From an optimization exercise on the open Yosys and OpenROAD flow, aimed at small area, a short achievable clock period and few clock cycles; shortcuts taken in it are not production practice. At most, simulation tests tie the RTL to the original design; equivalence was not proved.

the reference run:
==> flow/design.v (excerpt) <==
module aoc_day2 (
    input         clock,
    input         reset,
    input  [63:0] data_value,
    input         data_valid,
    output        data_ready,
    output        result_valid,
    output [63:0] result_value
);
Settings: LEC_CHECK=0, CAP_MARGIN=5, CORE_MARGIN=2, CORE_UTILIZATION=65, PLACE_DENSITY=0.75, SLEW_MARGIN=5; clock period 5.0 ns.
run.sh (not shown) runs the stock make flow with config.mk's settings and CLKGATE_MAP_FILE= SYNTH_SCRIPT=/design/flow/synth_recipe.tcl, a recipe that flattens the netlist after the stock synthesis.
diff inputs: the reference run => the trial run
# the reference run
export LEC_CHECK = 0
export CAP_MARGIN = 5
export CORE_MARGIN = 2
export CORE_UTILIZATION = 65
export PLACE_DENSITY = 0.75
export SLEW_MARGIN = 5
create_clock -name core_clock -period 5.0 [get_ports {clock}]
# the trial run
export LEC_CHECK = 0
export CAP_MARGIN = 20
export CORE_MARGIN = 2
export CORE_UTILIZATION = 65
export PLACE_DENSITY = 0.75
export SLEW_MARGIN = 20
create_clock -name core_clock -period 5.0 [get_ports {clock}]
--- outcome ---
Count of fill cells added during filler insertion: the trial run vs the reference run identical. The trial run vs. the reference run: total number of vias essentially unchanged; fraction of the cycle the final worst path needs comparable; final area held; total number of sequential cells did not really move; filler-free cell count of the finished design comparable. Number of DRC violations after detailed routing came out exactly the same in the trial run and the reference run.
Function was not checked in any run of this note: the RTL went through the layout flow alone.

========
Setup of build 85:
Another version of the RTL of aoc_day2 (not shown whole).
Size in the first run: ~130 I/O pins, ~48000 um^2 of cells after synthesis.
==> flow/design.v (excerpt) <==
module aoc_day2 (
    input         clock,
    input         reset,
    input  [63:0] data_value,
    input         data_valid,
    output        data_ready,
    output        result_valid,
    output [63:0] result_value
);
clock: 5.0 ns
lec_check: 0
cap_margin: 20
core_margin: 2
core_utilization: 40
setup_slack_margin: 1.2
slew_margin: 20
synth_hierarchical: 1
synth_minimum_keep_size: 0
Both conditions hold for build 85: the flow ran to the end and the final layout passed the timing, design-rule and antenna checks.
Testbench counts of build 85, summed over its fixed seeds: cycles 464.
Relative to build 85, the following input files were edited for build 51:
Settings: a change of SETUP_SLACK_MARGIN from 1.2 to 1.4; an added ABC_AREA of 1.
Notes after the runs:
Build 51 reached the final stage; the timing, design-rule and antenna checks on its layout passed.
In build 51, the sum of routed wire segments on met1 came out 23% above the value in build 85.
In the flow results for build 51 and build 85, the utilization is smaller on build 51.
Measured against each other, build 51 and build 85 differ in maximum clock skew at final layout, the lower figure coming from build 85.
Build 51 against build 85: number of cells on the critical path has increased, total number of placement rows moved up, worst hold-check slack saw a decrease, highest cell delay on the worst timing path went up 0.02 ns, synthesized cell count +36%.
For the worst relative slew slack, build 51 came in 11 points higher than build 85 did.
[inputs] build 76 vs build 51
Settings: SETUP_SLACK_MARGIN: 1.4 -> 1.0.
==> comparison <==
Build 76 was carried through to the last stage, and its layout satisfied the timing, design-rule and antenna checks.
Taking build 51 as the reference point, the logic depth of the worst setup path including buffers of build 76 rises by about 11%.
On global routing usage on met2: build 76 sits below build 51.
Met3 usage in global routing: build 76 vs build 51 — no meaningful difference

========
04-10:
Another version of the RTL of aoc_day2 (not shown whole).
For scale: about 7200 cells after synthesis, roughly 130 I/O pins, roughly 0.049 sq mm of cells after synthesis.
clock: 5.0 ns
lec_check: 0
abc_area: 1
cap_margin: 20
core_margin: 2
core_utilization: 40
setup_slack_margin: 1.2
slew_margin: 20
synth_hierarchical: 1
synth_minimum_keep_size: 0
Testbench counts of 04-10, summed over its fixed seeds: cycles 448.
What 03-22 does differently from 04-10 at the input level:
# 04-10
export LEC_CHECK = 0
export ABC_AREA = 1
export CAP_MARGIN = 20
export CORE_MARGIN = 2
export CORE_UTILIZATION = 40
export SETUP_SLACK_MARGIN = 1.2
export SLEW_MARGIN = 20
export SYNTH_HIERARCHICAL = 1
export SYNTH_MINIMUM_KEEP_SIZE = 0
create_clock -name core_clock -period 5.0 [get_ports {clock}]
# 03-22
export LEC_CHECK = 0
export ABC_AREA = 1
export CAP_MARGIN = 20
export CORE_MARGIN = 2
export CORE_UTILIZATION = 40
export SETUP_SLACK_MARGIN = 1.0
export SLEW_MARGIN = 20
export SYNTH_HIERARCHICAL = 1
export SYNTH_MINIMUM_KEEP_SIZE = 0
create_clock -name core_clock -period 5.0 [get_ports {clock}]
Notes after the runs:
- Between 04-10 and 03-22, non-clock buffer instance count of the final layout is lower for 03-22, 04-10 comes in above that.
- 04-10 and 03-22 ended up with roughly the same count of nets left with antenna violations after detail routing.
- Row area growth from synthesis to layout: 03-22 lower / 04-10 higher
- Transition time at the pin with the least slew margin, 04-10 and 03-22, higher one = 03-22.
- Lower post-CTS setup-driven buffer insertion count among 04-10 and 03-22: 03-22
- Number of filler instances in the final layout of 03-22 exceeds that of 04-10 slightly.
- In 03-22, via count is lower than in 04-10.

[what the ideal ports hide]
How much do the figures lean on ideal ports? The routed layouts below were timed once more, with nothing changed but the port constraints. Step 1 sets driving cells, clkbuf_16 on the clock port and buf_2 on the other inputs (assumed; they add their load-dependent delay and slew). Step 2 adds t to the input delays and takes it off the output delays; t is the mean of the earliest and latest rising clock arrival at the registers after step 1. Input paths then give back, and output paths get back, about the clock's delay inside the block. Slacks: no drivers / after step 1 / after step 2; pairs: no drivers / after step 1.
run	shift t [ns]	setup slack, ns	hold WS [ns]	latest minus earliest clock arrival (ns)	pins driven straight from the clock port
the reference run	0.675	0.187 / 0.187 / 0.187	0.320 / 0.320 / 0.320	0.049 / 0.049	1
the trial run	0.675	0.187 / 0.187 / 0.187	0.320 / 0.320 / 0.320	0.049 / 0.049	1
build 85	0.704	0.651 / 0.651 / 0.651	0.324 / 0.324 / 0.324	0.039 / 0.040	1
build 51	0.746	1.208 / 1.208 / 1.208	0.320 / 0.320 / 0.320	0.045 / 0.045	1
build 76	0.738	1.232 / 1.232 / 1.232	0.319 / 0.319 / 0.319	0.046 / 0.045	1
04-10	0.723	1.317 / 1.317 / 1.317	0.319 / 0.319 / 0.319	0.028 / 0.028	1
03-22	0.723	1.165 / 1.165 / 1.165	0.319 / 0.319 / 0.319	0.027 / 0.026	1
After both steps setup and hold are still met in every run listed.
